Background: an optimization exercise with open tools, aiming at small area. Do not read the settings as production practice. Where RTL was checked, it was by simulation tests only, not by an equivalence proof against the original. Power and IR drop assume default switching activity.

==> yarrow <==
// top
module top(
	input clk,
	input rst,
	output [2:0]vgaRed,
	output [2:0]vgaGreen,
	output [1:0]vgaBlue,
	output vgaHsync,
	output vgaVsync,
	output MemOE,
	output MemWR,
	output FlashRp,
	output FlashCS,
	output [23:1]MemAdr,
	input [15:0]MemDB,
	input [7:0]sw,
	input [3:0]btn,
	output [7:0]led,
	input PS2C,
	input PS2D,
	output [3:0]an,
	output [6:0]seg
);
	function automatic [15:0] addc(input [15:0] a, input [15:0] b, input ci);
		integer i;
		reg c;
		begin
			c = ci;
			for(i = 0; i < 16; i = i + 1) begin
				addc[i] = a[i] ^ b[i] ^ c;
				c = (a[i] & b[i]) | (c & (a[i] ^ b[i]));
			end
		end
	endfunction
	function automatic ltu(input [15:0] a, input [15:0] b);
		integer i;
		reg br;
		begin
			br = 0;
			for(i = 0; i < 16; i = i + 1)
				br = (~a[i] & b[i]) | (~(a[i] ^ b[i]) & br);
			ltu = br;
		end
	endfunction
	parameter E1L = 38;
	parameter E1R = 55;
	parameter E1T = 145;
	parameter E1B = 205;
	parameter E2L = 230;
	parameter E2R = 259;
	parameter E2T = 168;
	parameter E2B = 233;
	parameter E3L = 362;
	parameter E3R = 383;
	parameter E3T = 162;
	parameter E3B = 237;
	parameter E4L = 466;
	parameter E4R = 488;
	parameter E4T = 99;
	parameter E4B = 146;
	localparam [12:0] TOFF = 13'd281;
	localparam [12:0] V_RST = 13'd0 - TOFF;
	reg [12:0]v;
	always@(posedge clk or posedge rst) begin
		if(rst) v <= V_RST;
		else v <= v + 13'd1;
	end
	wire vgaen = v[0];
	reg [4:0]hp5;
	wire [9:0]hc = {hp5, v[5:1]};
	wire lineend = vgaen && hp5 == 5'd20 && v[5:1] == 5'd18;    
	always@(posedge clk or posedge rst) begin
		if(rst) hp5 <= 5'd27;
		else if(lineend) hp5 <= 5'd27;
		else if(v[5:0] == 6'd63) hp5 <= hp5 + 5'd1;
	end
	reg [9:0]rv;
	always@(posedge clk or posedge rst) begin
		if(rst) rv <= 10'd993;
		else if(lineend) rv <= (rv == 10'd489) ? 10'd993 : rv + 10'd1;
	end
	wire [8:0]row = rv[8:0];
	assign vgaHsync = ~(~ltu(hc, 883) && ltu(hc, 979));
	assign vgaVsync = ~(rv == 10'd993 || rv == 10'd994);
	wire de = ltu(rv, 480) && ~ltu(hc, 3) && ltu(hc, 643);
	localparam [12:0] V_T1 = 13'd1 - TOFF;
	localparam [12:0] V_T7 = 13'd7 - TOFF;
	wire tick_recoil = (v[7:0] == V_T1[7:0]);      
	wire tick_hp = (v[8:0] == V_RST[8:0]);         
	wire tick_enemy = (v == V_RST);                
  ...
==> flow/config.mk <==
export PLATFORM = sky130hd
export DESIGN_NAME = top
export DESIGN_NICKNAME = top
export VERILOG_FILES = /design/flow/design.v
export SDC_FILE = /design/flow/constraint.sdc
export NUM_CORES = 4
export LEC_CHECK = 0
export CAP_MARGIN = 20
export CORE_MARGIN = 2
export CORE_UTILIZATION = 40
export SLEW_MARGIN = 20
==> flow/constraint.sdc <==
create_clock -name core_clock -period 10.0 [get_ports {clk}]
set_input_delay 2.0000 -clock core_clock [delete_from_list [all_inputs] [get_ports {clk}]]
set_output_delay 2.0000 -clock core_clock [all_outputs]
set_load 0.01 [all_outputs]
standard.sh (not shown) runs the stock make flow with config.mk's settings and CLKGATE_MAP_FILE= SYNTH_SCRIPT=/design/flow/synth_recipe.tcl, a recipe that flattens the netlist after the stock synthesis.
==> flow/flow/run.sh <==
#!/bin/bash
# Standard ORFS layout with buf_1 port buffers and a clock tree of clkbuf_8
# without dummy loads.
set -euo pipefail
bash standard.sh BUFFER_PORTS_ARGS="-buffer_cell sky130_fd_sc_hd__buf_1" \
  CTS_ARGS="-sink_clustering_enable -repair_clock_nets -buf_list sky130_fd_sc_hd__clkbuf_8 -dont_use_dummy_load" \
  finish > make_finish.log 2>&1
==> fjord: changes against yarrow <==
--- a/flow/design.v
+++ b/flow/design.v
@@ -178,15 +178,15 @@
 	parameter E3R = 383;
 	parameter E3T = 162;
 	parameter E3B = 237;
 	parameter E4L = 466;
 	parameter E4R = 488;
 	parameter E4T = 99;
 	parameter E4B = 146;
-	localparam [12:0] TOFF = 13'd281;
+	localparam [12:0] TOFF = 13'd8153;
 	localparam [12:0] V_RST = 13'd0 - TOFF;
 	reg [12:0]v;
 	always@(posedge clk or posedge rst) begin
 		if(rst) v <= V_RST;
 		else v <= v + 13'd1;
 	end
 	wire vgaen = v[0];
@@ -204,38 +204,36 @@
 		else if(lineend) rv <= (rv == 10'd489) ? 10'd993 : rv + 10'd1;
 	end
 	wire [8:0]row = rv[8:0];
 	assign vgaHsync = ~(~ltu(hc, 883) && ltu(hc, 979));
 	assign vgaVsync = ~(rv == 10'd993 || rv == 10'd994);
 	wire de = ltu(rv, 480) && ~ltu(hc, 3) && ltu(hc, 643);
 	localparam [12:0] V_T1 = 13'd1 - TOFF;
-	localparam [12:0] V_T7 = 13'd7 - TOFF;
 	wire tick_recoil = (v[7:0] == V_T1[7:0]);      
 	wire tick_hp = (v[8:0] == V_RST[8:0]);         
 	wire tick_enemy = (v == V_RST);                
-	wire tick_digit = (v[2:0] == V_T7[2:0]);       
-	wire tick_an0 = (v[2:0] == V_RST[2:0]);        
 	wire [9:0]x;
 	wire [7:0]my;
 	wire btnl;
 	mouse mymouse(clk, rst, PS2C, PS2D, x, my, btnl);
 	reg [3:0]score3;
 	reg [3:0]score2;
 	reg [3:0]score1;
 	reg [3:0]score0;
-	reg [11:0]e;
-	reg [1:0]c;
-	wire [12:0]einc = addc(e, 0, tick_digit);
+	localparam [14:0] DL_END = 15'd21978;
+	reg [14:0]dl;
+	wire dl_end = (dl == DL_END);
 	always@(posedge clk or posedge rst) begin
-		if(rst) e <= 12'd4095;
-		else e <= einc[11:0] | (einc[12] ? 12'd971 : 12'd0);
+		if(rst) dl <= DL_END;
+		else dl <= {dl[13:0], dl[14] ^ dl[13] ^ dl_end};
 	end
+	reg [1:0]c;
 	always@(posedge clk or posedge rst) begin
 		if(rst) c <= 0;
-		else if((&e) && tick_an0) c <= c + 2'd1;
+		else if(dl_end) c <= c + 2'd1;
 	end
 	display scoredisplay(c, score3, score2, score1, score0, an, seg);
 	reg [6:0]yoffset;
 	wire [7:0]y;
 	assign y = addc(my, ~{9'd0, yoffset}, 1'b1);
 	reg [3:0]ammo;
 	wire [15:0]ledsh = 16'hff << (4'd8 - ammo);
@@ -276,33 +274,38 @@
 	wire hud_b = (hc == 10'd323 && ~ltu(rv, 230) && ltu(rv, 251)) ||
 		(rv == 10'd240 && ~ltu(hc, 313) && ltu(hc, 334));
 	wire hpbar = ~ltu(rv, 465) && ltu(rv, 475) && ~ltu(hc, 9) && ~ltu({hp4, 1'b0}, hc);
 	wire ammobar = ~ltu(hc, 608) && ltu(hc, 638) && ltu(rv, 475) &&
 		ammo_rows;
 	wire [5:0]ammo_sum = addc(row[8:4], ammo, ~ltu(row[3:0], 11));
 	wire ammo_rows = ammo_sum[5] | (&ammo_sum[4:1]);
-	wire [7:0]color = (hp4 == 7'd4) ? 8'd7 :
-		hud_w ? 8'd255 :
-		hud_b ? 8'd0 :
-		hpbar ? 8'd7 :
-		ammobar ? 8'b00111111 :
-		background;
+	wire theend = (hp4 == 7'd4);
+	wire c_r1 = theend | hud_w | (~hud_b & (hpbar | ammobar));
+	wire c_rb = ~hud_b;
+	wire c_g1 = ~theend & (hud_w | (~hud_b & ~hpbar & ammobar));
+	wire c_gb = ~theend & ~hud_b & ~hpbar;
+	wire c_b1 = ~theend & hud_w;
+	wire c_bb = ~theend & ~hud_b & ~hpbar & ~ammobar;
+	wire [7:0]color;
+	assign color[2:0] = {3{c_r1}} | ({3{c_rb}} & background[2:0]);
+	assign color[5:3] = {3{c_g1}} | ({3{c_gb}} & background[5:3]);
+	assign color[7:6] = {2{c_b1}} | ({2{c_bb}} & background[7:6]);
 	vga myvga(de, color, vgaRed, vgaGreen, vgaBlue);
 	reg [7:0]shoot;
-	wire shot = (shoot == 8'hfe);
+	wire shot = (shoot == 8'h01);
 	reg [12:0]reload;
 	wire rz12 = (reload[11:0] == 0);
 	wire reloading = ~rz12 | reload[12];
 	wire reload_end = rz12 & reload[12];
 	wire reload_start = shot && (ammo == 1);
 	wire reload_fb = (reload[12] ^ reload[3] ^ reload[2] ^ reload[0] ^ rz12) & (reloading | reload_start);
 	always@(posedge clk or posedge rst) begin
-		if(rst) shoot <= 8'hff;
+		if(rst) shoot <= 8'h00;
 		else if(btnl) shoot <= {shoot[6:0], shoot[7] ^ shoot[5] ^ shoot[4] ^ shoot[3] ^ (shoot[6:0] == 0)};
-		else shoot <= 8'hff;
+		else shoot <= 8'h00;
 	end
 	wire fire = ~reloading && shot;
 	always@(posedge clk or posedge rst) begin
 		if(rst) begin
 			ammo <= 8;
 			reload <= 0;
 			yoffset <= 0;
==> flow/flow/run.sh (replaced) <==
#!/bin/bash
# Layout flow: the standard ORFS flow (standard.sh) with
#  - synthesis: the standard script (synth_recipe.tcl) with full-adder
#    extraction off and an area-oriented ABC script (flow/area.abc);
#    registers are mapped exactly as in the standard synthesis;
#  - port buffers: buf_1;
#  - clock tree: clkbuf_8, no dummy loads.
# Each ORFS step logs to orfs/logs/; make's own output goes to make_*.log.
set -euo pipefail
W=$(pwd)
bash standard.sh SYNTH_SCRIPT="$W/flow/synth.tcl" ADDER_MAP_FILE= \
  BUFFER_PORTS_ARGS="-buffer_cell sky130_fd_sc_hd__buf_1" \
  CTS_ARGS="-sink_clustering_enable -repair_clock_nets -buf_list sky130_fd_sc_hd__clkbuf_8 -dont_use_dummy_load" \
  finish > make_finish.log 2>&1
==> flow/flow/area.abc (new file) <==
strash
&get -n
&deepsyn -T 30
&put
dch -f
amap
topo
dnsize -c
==> flow/flow/synth.tcl (new file) <==
# The standard synthesis script, with ABC run on flow/area.abc instead
# of ORFS's speed script.
set ::area_abc [file join [file dirname [file normalize [info script]]] area.abc]
proc abc {args} {
  set i [lsearch $args -script]
  if {$i >= 0} { lset args [expr {$i + 1}] $::area_abc }
  yosys abc {*}$args
}
source [file join [file dirname [file dirname [file normalize [info script]]]] synth_recipe.tcl]
==> quartz: changes against yarrow <==
--- a/flow/design.v
+++ b/flow/design.v
@@ -204,38 +204,36 @@
 		else if(lineend) rv <= (rv == 10'd489) ? 10'd993 : rv + 10'd1;
 	end
 	wire [8:0]row = rv[8:0];
 	assign vgaHsync = ~(~ltu(hc, 883) && ltu(hc, 979));
 	assign vgaVsync = ~(rv == 10'd993 || rv == 10'd994);
 	wire de = ltu(rv, 480) && ~ltu(hc, 3) && ltu(hc, 643);
 	localparam [12:0] V_T1 = 13'd1 - TOFF;
-	localparam [12:0] V_T7 = 13'd7 - TOFF;
 	wire tick_recoil = (v[7:0] == V_T1[7:0]);      
 	wire tick_hp = (v[8:0] == V_RST[8:0]);         
 	wire tick_enemy = (v == V_RST);                
-	wire tick_digit = (v[2:0] == V_T7[2:0]);       
-	wire tick_an0 = (v[2:0] == V_RST[2:0]);        
 	wire [9:0]x;
 	wire [7:0]my;
 	wire btnl;
 	mouse mymouse(clk, rst, PS2C, PS2D, x, my, btnl);
 	reg [3:0]score3;
 	reg [3:0]score2;
 	reg [3:0]score1;
 	reg [3:0]score0;
-	reg [11:0]e;
-	reg [1:0]c;
-	wire [12:0]einc = addc(e, 0, tick_digit);
+	localparam [14:0] DL_END = 15'd21978;
+	reg [14:0]dl;
+	wire dl_end = (dl == DL_END);
 	always@(posedge clk or posedge rst) begin
-		if(rst) e <= 12'd4095;
-		else e <= einc[11:0] | (einc[12] ? 12'd971 : 12'd0);
+		if(rst) dl <= DL_END;
+		else dl <= {dl[13:0], dl[14] ^ dl[13] ^ dl_end};
 	end
+	reg [1:0]c;
 	always@(posedge clk or posedge rst) begin
 		if(rst) c <= 0;
-		else if((&e) && tick_an0) c <= c + 2'd1;
+		else if(dl_end) c <= c + 2'd1;
 	end
 	display scoredisplay(c, score3, score2, score1, score0, an, seg);
 	reg [6:0]yoffset;
 	wire [7:0]y;
 	assign y = addc(my, ~{9'd0, yoffset}, 1'b1);
 	reg [3:0]ammo;
 	wire [15:0]ledsh = 16'hff << (4'd8 - ammo);
@@ -276,20 +274,25 @@
 	wire hud_b = (hc == 10'd323 && ~ltu(rv, 230) && ltu(rv, 251)) ||
 		(rv == 10'd240 && ~ltu(hc, 313) && ltu(hc, 334));
 	wire hpbar = ~ltu(rv, 465) && ltu(rv, 475) && ~ltu(hc, 9) && ~ltu({hp4, 1'b0}, hc);
 	wire ammobar = ~ltu(hc, 608) && ltu(hc, 638) && ltu(rv, 475) &&
 		ammo_rows;
 	wire [5:0]ammo_sum = addc(row[8:4], ammo, ~ltu(row[3:0], 11));
 	wire ammo_rows = ammo_sum[5] | (&ammo_sum[4:1]);
-	wire [7:0]color = (hp4 == 7'd4) ? 8'd7 :
-		hud_w ? 8'd255 :
-		hud_b ? 8'd0 :
-		hpbar ? 8'd7 :
-		ammobar ? 8'b00111111 :
-		background;
+	wire theend = (hp4 == 7'd4);
+	wire c_r1 = theend | hud_w | (~hud_b & (hpbar | ammobar));
+	wire c_rb = ~hud_b;
+	wire c_g1 = ~theend & (hud_w | (~hud_b & ~hpbar & ammobar));
+	wire c_gb = ~theend & ~hud_b & ~hpbar;
+	wire c_b1 = ~theend & hud_w;
+	wire c_bb = ~theend & ~hud_b & ~hpbar & ~ammobar;
+	wire [7:0]color;
+	assign color[2:0] = {3{c_r1}} | ({3{c_rb}} & background[2:0]);
+	assign color[5:3] = {3{c_g1}} | ({3{c_gb}} & background[5:3]);
+	assign color[7:6] = {2{c_b1}} | ({2{c_bb}} & background[7:6]);
 	vga myvga(de, color, vgaRed, vgaGreen, vgaBlue);
 	reg [7:0]shoot;
 	wire shot = (shoot == 8'hfe);
 	reg [12:0]reload;
 	wire rz12 = (reload[11:0] == 0);
 	wire reloading = ~rz12 | reload[12];
 	wire reload_end = rz12 & reload[12];
==> flow/flow/run.sh (replaced) <==
#!/bin/bash
# Layout flow: the standard ORFS flow (standard.sh) with
#  - synthesis: the standard script (synth_recipe.tcl) with full-adder
#    extraction off and an area-oriented ABC script (flow/area.abc);
#    registers are mapped exactly as in the standard synthesis;
#  - port buffers: buf_1;
#  - clock tree: clkbuf_8, no dummy loads.
# Each ORFS step logs to orfs/logs/; make's own output goes to make_*.log.
set -euo pipefail
W=$(pwd)
bash standard.sh SYNTH_SCRIPT="$W/flow/synth.tcl" ADDER_MAP_FILE= \
  BUFFER_PORTS_ARGS="-buffer_cell sky130_fd_sc_hd__buf_1" \
  CTS_ARGS="-sink_clustering_enable -repair_clock_nets -buf_list sky130_fd_sc_hd__clkbuf_8 -dont_use_dummy_load" \
  finish > make_finish.log 2>&1
==> flow/flow/area.abc (new file) <==
strash
&get -n
&deepsyn -T 30
&put
dch -f
amap
topo
dnsize -c
==> flow/flow/synth.tcl (new file) <==
# The standard synthesis script, with ABC run on flow/area.abc instead
# of ORFS's speed script.
set ::area_abc [file join [file dirname [file normalize [info script]]] area.abc]
proc abc {args} {
  set i [lsearch $args -script]
  if {$i >= 0} { lset args [expr {$i + 1}] $::area_abc }
  yosys abc {*}$args
}
source [file join [file dirname [file dirname [file normalize [info script]]]] synth_recipe.tcl]
==> flow/config.mk (replaced) <==
export PLATFORM = sky130hd
export DESIGN_NAME = top
export DESIGN_NICKNAME = top
export VERILOG_FILES = /design/flow/design.v
export SDC_FILE = /design/flow/constraint.sdc
export NUM_CORES = 4
export LEC_CHECK = 0
export CAP_MARGIN = 20
export CORE_MARGIN = 2
export CORE_UTILIZATION = 70
export PLACE_DENSITY = 0.8
export SLEW_MARGIN = 20
==> pepper: changes against yarrow <==
--- a/flow/design.v
+++ b/flow/design.v
@@ -204,38 +204,36 @@
 		else if(lineend) rv <= (rv == 10'd489) ? 10'd993 : rv + 10'd1;
 	end
 	wire [8:0]row = rv[8:0];
 	assign vgaHsync = ~(~ltu(hc, 883) && ltu(hc, 979));
 	assign vgaVsync = ~(rv == 10'd993 || rv == 10'd994);
 	wire de = ltu(rv, 480) && ~ltu(hc, 3) && ltu(hc, 643);
 	localparam [12:0] V_T1 = 13'd1 - TOFF;
-	localparam [12:0] V_T7 = 13'd7 - TOFF;
 	wire tick_recoil = (v[7:0] == V_T1[7:0]);      
 	wire tick_hp = (v[8:0] == V_RST[8:0]);         
 	wire tick_enemy = (v == V_RST);                
-	wire tick_digit = (v[2:0] == V_T7[2:0]);       
-	wire tick_an0 = (v[2:0] == V_RST[2:0]);        
 	wire [9:0]x;
 	wire [7:0]my;
 	wire btnl;
 	mouse mymouse(clk, rst, PS2C, PS2D, x, my, btnl);
 	reg [3:0]score3;
 	reg [3:0]score2;
 	reg [3:0]score1;
 	reg [3:0]score0;
-	reg [11:0]e;
-	reg [1:0]c;
-	wire [12:0]einc = addc(e, 0, tick_digit);
+	localparam [14:0] DL_END = 15'd21978;
+	reg [14:0]dl;
+	wire dl_end = (dl == DL_END);
 	always@(posedge clk or posedge rst) begin
-		if(rst) e <= 12'd4095;
-		else e <= einc[11:0] | (einc[12] ? 12'd971 : 12'd0);
+		if(rst) dl <= DL_END;
+		else dl <= {dl[13:0], dl[14] ^ dl[13] ^ dl_end};
 	end
+	reg [1:0]c;
 	always@(posedge clk or posedge rst) begin
 		if(rst) c <= 0;
-		else if((&e) && tick_an0) c <= c + 2'd1;
+		else if(dl_end) c <= c + 2'd1;
 	end
 	display scoredisplay(c, score3, score2, score1, score0, an, seg);
 	reg [6:0]yoffset;
 	wire [7:0]y;
 	assign y = addc(my, ~{9'd0, yoffset}, 1'b1);
 	reg [3:0]ammo;
 	wire [15:0]ledsh = 16'hff << (4'd8 - ammo);
==> flow/flow/run.sh (replaced) <==
#!/bin/bash
# Layout flow: the standard ORFS flow (standard.sh) with
#  - synthesis: the standard script (synth_recipe.tcl) with full-adder
#    extraction off and an area-oriented ABC script (flow/area.abc);
#    registers are mapped exactly as in the standard synthesis;
#  - port buffers: buf_1;
#  - clock tree: clkbuf_8, no dummy loads.
# Each ORFS step logs to orfs/logs/; make's own output goes to make_*.log.
set -euo pipefail
W=$(pwd)
bash standard.sh SYNTH_SCRIPT="$W/flow/synth.tcl" ADDER_MAP_FILE= \
  BUFFER_PORTS_ARGS="-buffer_cell sky130_fd_sc_hd__buf_1" \
  CTS_ARGS="-sink_clustering_enable -repair_clock_nets -buf_list sky130_fd_sc_hd__clkbuf_8 -dont_use_dummy_load" \
  finish > make_finish.log 2>&1
==> flow/flow/area.abc (new file) <==
strash
&get -n
&deepsyn -T 30
&put
dch -f
amap
topo
dnsize -c
==> flow/flow/synth.tcl (new file) <==
# The standard synthesis script, with ABC run on flow/area.abc instead
# of ORFS's speed script.
set ::area_abc [file join [file dirname [file normalize [info script]]] area.abc]
proc abc {args} {
  set i [lsearch $args -script]
  if {$i >= 0} { lset args [expr {$i + 1}] $::area_abc }
  yosys abc {*}$args
}
source [file join [file dirname [file dirname [file normalize [info script]]]] synth_recipe.tcl]
==> run summary <==
- Sequential fraction of total cell area: 0.418
- Outcome: complete, no violations
- Gate Count Post-Synth: 1039
- Number of combinational gates with multiple inputs: 706
- Number of DRC markers after the initial detailed-route iteration: 425
- Part of the power in combinational logic: 0.271
- M1 WL: 10.7 mm
The numbers above come from yarrow.

==> run summary <==
- Outcome: complete, no violations
- Number of combinational gates with multiple inputs: 782
- Clock buf count: 17
- Final critical path time including I/O delays and setup: 5.38 ns
- Number of DRC markers after the initial detailed-route iteration: 650
- M1 WL: 11.0 mm
- Sequential fraction of total cell area: 0.477
The numbers above come from pepper.

==> run summary <==
- Outcome: complete, no violations
- Instance count after placement with tap cells included: 1342
- M1 WL: 9.85 mm
- Number of DRC markers after the initial detailed-route iteration: 677
- Final critical path time including I/O delays and setup: 5.70 ns
- Routed wl met2: 9.95 mm
- Total global routing overflow: 0
- Sequential fraction of total cell area: 0.488
- Gate Count Post-Synth: 1095
- Main area contributors after synthesis: dfrtp_1, dfstp_2, edfxtp_1
- Top cells by instance count after synthesis: nor2_1, clkinv_1, nand2_1
- Dominant combinational cell family by area after synthesis: compound AO/OA/AOI/OAI gates
- Part of the power in combinational logic: 0.324
The numbers above come from quartz.

==> run summary <==
- Outcome: complete, no violations
- Gate Count Post-Synth: 1108
- Part of the power in combinational logic: 0.317
- Sequential fraction of total cell area: 0.479
- Number of combinational gates with multiple inputs: 766
- M1 WL: 11.2 mm
- Routed WL: 22.6 mm
- Maximum level of the CTS H-tree: 4
- Combined flip-flop and latch cell area: 5050 µm²
- Number of DRC markers after the initial detailed-route iteration: 576
- Distinct cell type count after synthesis: 50
- Placement-stage cell area: 10300 µm²
- Endpoint of the worst hold-timing path: dl[12]$_DFF_PP1_
The numbers above come from fjord.

Function not checked in yarrow and pepper: the RTL went through the layout flow alone.

-- re-timing with driven ports --
In the flow no input, the clock included, has a driving cell. The finished layouts below were timed again as built, in two steps.
Step 1 assumes that a clkbuf_16 drives the clock port and a buf_2 every other input.
Step 2 times the ports against the registers' clock, not the clock port: input delays grow and output delays shrink by t, the midpoint of the rising clock arrivals with the driver on.
a / b / c = no drivers / after step 1 / after step 2; a / b = the first two.
run	t, ns	setup WS [ns]	worst register clock-pin slew, ns
yarrow	0.512	3.949 / 3.904 / 4.416	0.11 / 0.11
fjord	0.516	3.919 / 3.919 / 3.919	0.12 / 0.12
quartz	0.511	4.297 / 4.257 / 4.477	0.10 / 0.10
pepper	0.490	4.623 / 4.584 / 4.623	0.11 / 0.11
After both steps every run listed still meets setup and hold.
